What follows belongs to an exercise in optimizing a design on an open flow for small area and a short achievable clock period; a production flow would make more cautious choices. No activity file was given, so power comes from the tool's default toggle rates.

==> flow/design.v <==
module FPadd (
    input         ADD_SUB,
    input  [31:0] FP_A,
    input  [31:0] FP_B,
    input         clk,
    output reg [31:0] FP_Z
);
    integer i, l;
    wire [7:0]  eA = FP_A[30:23], eB = FP_B[30:23];
    wire        zA = ~|eA, zB = ~|eB;
    wire        ffA = &eA, ffB = &eB;
    wire [7:0]  fA = {eA[7:1], eA[0] | zA}, fB = {eB[7:1], eB[0] | zB};
    wire [8:0]  dAB = {1'b0, fA} - {1'b0, fB};
    wire [7:0]  dBA = fB - fA;
    wire        dneg = dAB[8];
    wire        deq  = (fA == fB);
    wire [23:0] mA = {~zA, FP_A[22:0]}, mB = {~zB, FP_B[22:0]};
    reg  [23:0] lt, eqv;
    always @* begin
        lt  = ~mA & mB;
        eqv = ~(mA ^ mB);
        for (l = 0; (1 << l) < 24; l = l + 1)
            for (i = 0; i < 24; i = i + 1)
                if (((i >> l) & 1) == 1) begin
                    lt[i]  = lt[i] | (eqv[i] & lt[((i >> l) << l) - 1]);
                    eqv[i] = eqv[i] & eqv[((i >> l) << l) - 1];
                end
    end
    wire        swp = dneg | (deq & lt[23]);
    wire        xB  = FP_B[31] ^ ~ADD_SUB;
    reg  [23:0] ma1, mb1;
    reg         sa1, sub1, dneg1, swp1, zab1, zba1, nan1, inf1;
    reg  [4:0]  dab1, dba1;
    reg  [7:0]  e1;
    always @(posedge clk) begin
        ma1   <= mA;
        mb1   <= mB;
        sa1   <= FP_A[31];
        sub1  <= FP_A[31] ^ xB;
        dneg1 <= dneg;
        swp1  <= swp;
        dab1  <= dAB[4:0];
        dba1  <= dBA[4:0];
        zab1  <= |dAB[7:5];
        zba1  <= |dBA[7:5];
        e1    <= (eA < eB) ? eB : eA;
        nan1  <= (ffA & |FP_A[22:0]) | (ffB & |FP_B[22:0]) | (ffA & ffB & ~ADD_SUB);
        inf1  <= ffA | ffB;
    end
    wire [23:0] L0  = swp1 ? mb1 : ma1;
    wire [23:0] S0  = swp1 ? (ma1 ^ {24{sub1}}) : (mb1 ^ {24{sub1}});
    wire [4:0]  sh  = dneg1 ? dba1 : dab1;
    wire        shz = dneg1 ? zba1 : zab1;
    wire [57:0] sw  = {{31{sub1}}, S0, {3{sub1}}} >> sh;
    wire [26:0] sal = shz ? {27{sub1}} : sw[26:0];
    reg  [23:0] l2;
    reg  [26:0] s2al;
    reg  [7:0]  e2;
    reg         sl2, sub2, nan2, inf2;
    always @(posedge clk) begin
        l2    <= L0;
        s2al  <= sal;
        e2    <= e1;
        sl2   <= sa1 ^ (swp1 & sub1);
        sub2  <= sub1;
        nan2  <= nan1;
        inf2  <= inf1;
    end
    wire [27:0] xo = {1'b0, l2, 3'b000};
    wire [27:0] yo = {sub2, s2al};
    reg  [27:0] g, p;
    always @* begin
        g = xo & yo;
        p = xo ^ yo;
        g[0] = g[0] | (p[0] & sub2);
        for (l = 0; (1 << l) < 28; l = l + 1)
            for (i = 0; i < 28; i = i + 1)
                if (((i >> l) & 1) == 1) begin
                    g[i] = g[i] | (p[i] & g[((i >> l) << l) - 1]);
                    p[i] = p[i] & p[((i >> l) << l) - 1];
                end
    end
    wire [27:0] M = (xo ^ yo) ^ {g[26:0], sub2};
    reg  [27:0] m3;
    reg  [7:0]  e3;
    reg         sl3, sub3, nan3, inf3;
    always @(posedge clk) begin
        m3   <= M;
        e3   <= e2;
        sl3  <= sl2;
        sub3 <= sub2;
        nan3 <= nan2;
        inf3 <= inf2;
    end
    reg  [4:0]  cnt1;
    always @* begin
        cnt1 = 5'd28;
        for (i = 0; i <= 26; i = i + 1)
            if (m3[i]) cnt1 = 5'd27 - i[4:0];
    end
    reg  [26:0] msk;
    always @* begin
        for (i = 0; i <= 26; i = i + 1)
            msk[i] = ({1'b0, e3} >= 9'd26 - i);
    end
    wire        zero = ~|m3;
    wire        top  = m3[27] | m3[26];
    wire        isDN = ~top & (e3 == 8'd1);
    wire        keep = top | (e3 == 8'd0) | isDN;
    wire        dnrm = ~|(m3[26:0] & msk);
    reg  [27:0] m4;
    reg  [4:0]  k4;
    reg  [7:0]  e4;
    reg         ez4, s4, nan4, inf4, zero4;
    always @(posedge clk) begin
        m4    <= m3;
        k4    <= m3[27] ? 5'd0 : keep ? 5'd1 : dnrm ? e3[4:0] : cnt1;
        e4    <= e3 + 8'd1;
        ez4   <= isDN | (~keep & dnrm);
        s4    <= sl3 & ~(sub3 & zero);
        nan4  <= nan3;
        inf4  <= inf3;
        zero4 <= zero;
    end
    wire [28:0] ml = {m4, 1'b0} << k4;
    wire [7:0]  en = ez4 ? 8'd0 : (e4 - {3'b000, k4});
    reg  [24:0] sig5;
    reg  [7:0]  e5;
    reg         s5, nan5, inf5, zero5;
    always @(posedge clk) begin
        sig5  <= ml[28:4];
        e5    <= en;
        s5    <= s4;
        nan5  <= nan4;
        inf5  <= inf4;
        zero5 <= zero4;
    end
    reg  [24:0] a;
    always @* begin
        a = sig5;
        for (l = 0; (1 << l) < 25; l = l + 1)
            for (i = 0; i < 25; i = i + 1)
                if (((i >> l) & 1) == 1)
                    a[i] = a[i] & a[((i >> l) << l) - 1];
    end
    wire [22:0] frac = sig5[23:1] ^ a[22:0];
    wire        c    = a[24];
    wire [7:0]  ez   = c ? (e5 + 8'd1) : e5;
    wire        infz = inf5 | (ez == 8'hFF);
    always @(posedge clk) begin
        if (nan5)
            FP_Z <= {s5, 8'hFF, 23'h400000};
        else if (infz)
            FP_Z <= {s5, 8'hFF, 23'h000000};
        else if (zero5)
            FP_Z <= {s5, 8'h00, 23'h000000};
        else
            FP_Z <= {s5, ez, frac};
    end
endmodule
export LEC_CHECK = 0
export CAP_MARGIN = 20
export CORE_MARGIN = 2
export CORE_UTILIZATION = 40
export CTS_BUF_LIST = sky130_fd_sc_hd__clkbuf_4
export SETUP_SLACK_MARGIN = 4.2
export SLEW_MARGIN = 20
create_clock -name core_clock -period 7.0 [get_ports {clk}]
standard.sh (not shown) runs the stock make flow with config.mk's settings and CLKGATE_MAP_FILE= SYNTH_SCRIPT=/design/flow/synth_recipe.tcl, a recipe that flattens the netlist after the stock synthesis.
==> flow/flow/run.sh <==
#!/bin/bash
# The standard layout (standard.sh: the standard ORFS synthesis through
# finish, unchanged) with one difference: the buffers that global placement
# puts on every input and output port are buf_2 cells instead of the cell
# buffer_ports picks by default (clkdlybuf4s50_1, a slow clock-delay cell).
set -euo pipefail
cd "$(dirname "$0")/.."
export BUFFER_PORTS_ARGS="-buffer_cell sky130_fd_sc_hd__buf_2"
bash standard.sh > standard.log 2>&1
The baseline ran to the end with no violations.
Change:
- CTS_BUF_LIST: sky130_fd_sc_hd__clkbuf_4 -> sky130_fd_sc_hd__clkbuf_8
The changed run passed the timing, DRC and antenna checks.
Worst hold slack gains 0.0034 ns.
Power is higher by 4.4%.
Routed wire length stays flat.
Final area is higher by 1.9%.
Cell count is lower by about 1.3%.
No run of this note included a check of the RTL's function; only the layout flow was run.

## afterwards: timing with drivers on the ports
Ports are ideal in the flow. The routed layouts listed here were re-timed in OpenROAD. Step 1: set_driving_cell puts a clkbuf_16 on clk and a buf_2 on each other input, an assumption about the parent block. Step 2, shift: input delay + t, output delay - t, t = (earliest + latest rising clock arrival at the registers) / 2. This alone moves slack from input paths to output paths. Slacks: ideal / step 1 / step 2; pairs: ideal / step 1.
| run | shift t [ns] | setup slack, ns | hold WS [ns] | cell pins on the clock port's net |
|---|---|---|---|---|
| the first run | 0.769 | 4.104 / 4.116 / 3.347 | 0.318 / 0.318 / 0.318 | 1 |
| the second run | 0.625 | 4.025 / 4.035 / 3.409 | 0.321 / 0.321 / 0.321 | 1 |
After both steps setup and hold are still met in every run listed. For the first run, which loses most, drivers alone change the setup slack by +0.012 ns; drivers and shift together by -0.757 ns.
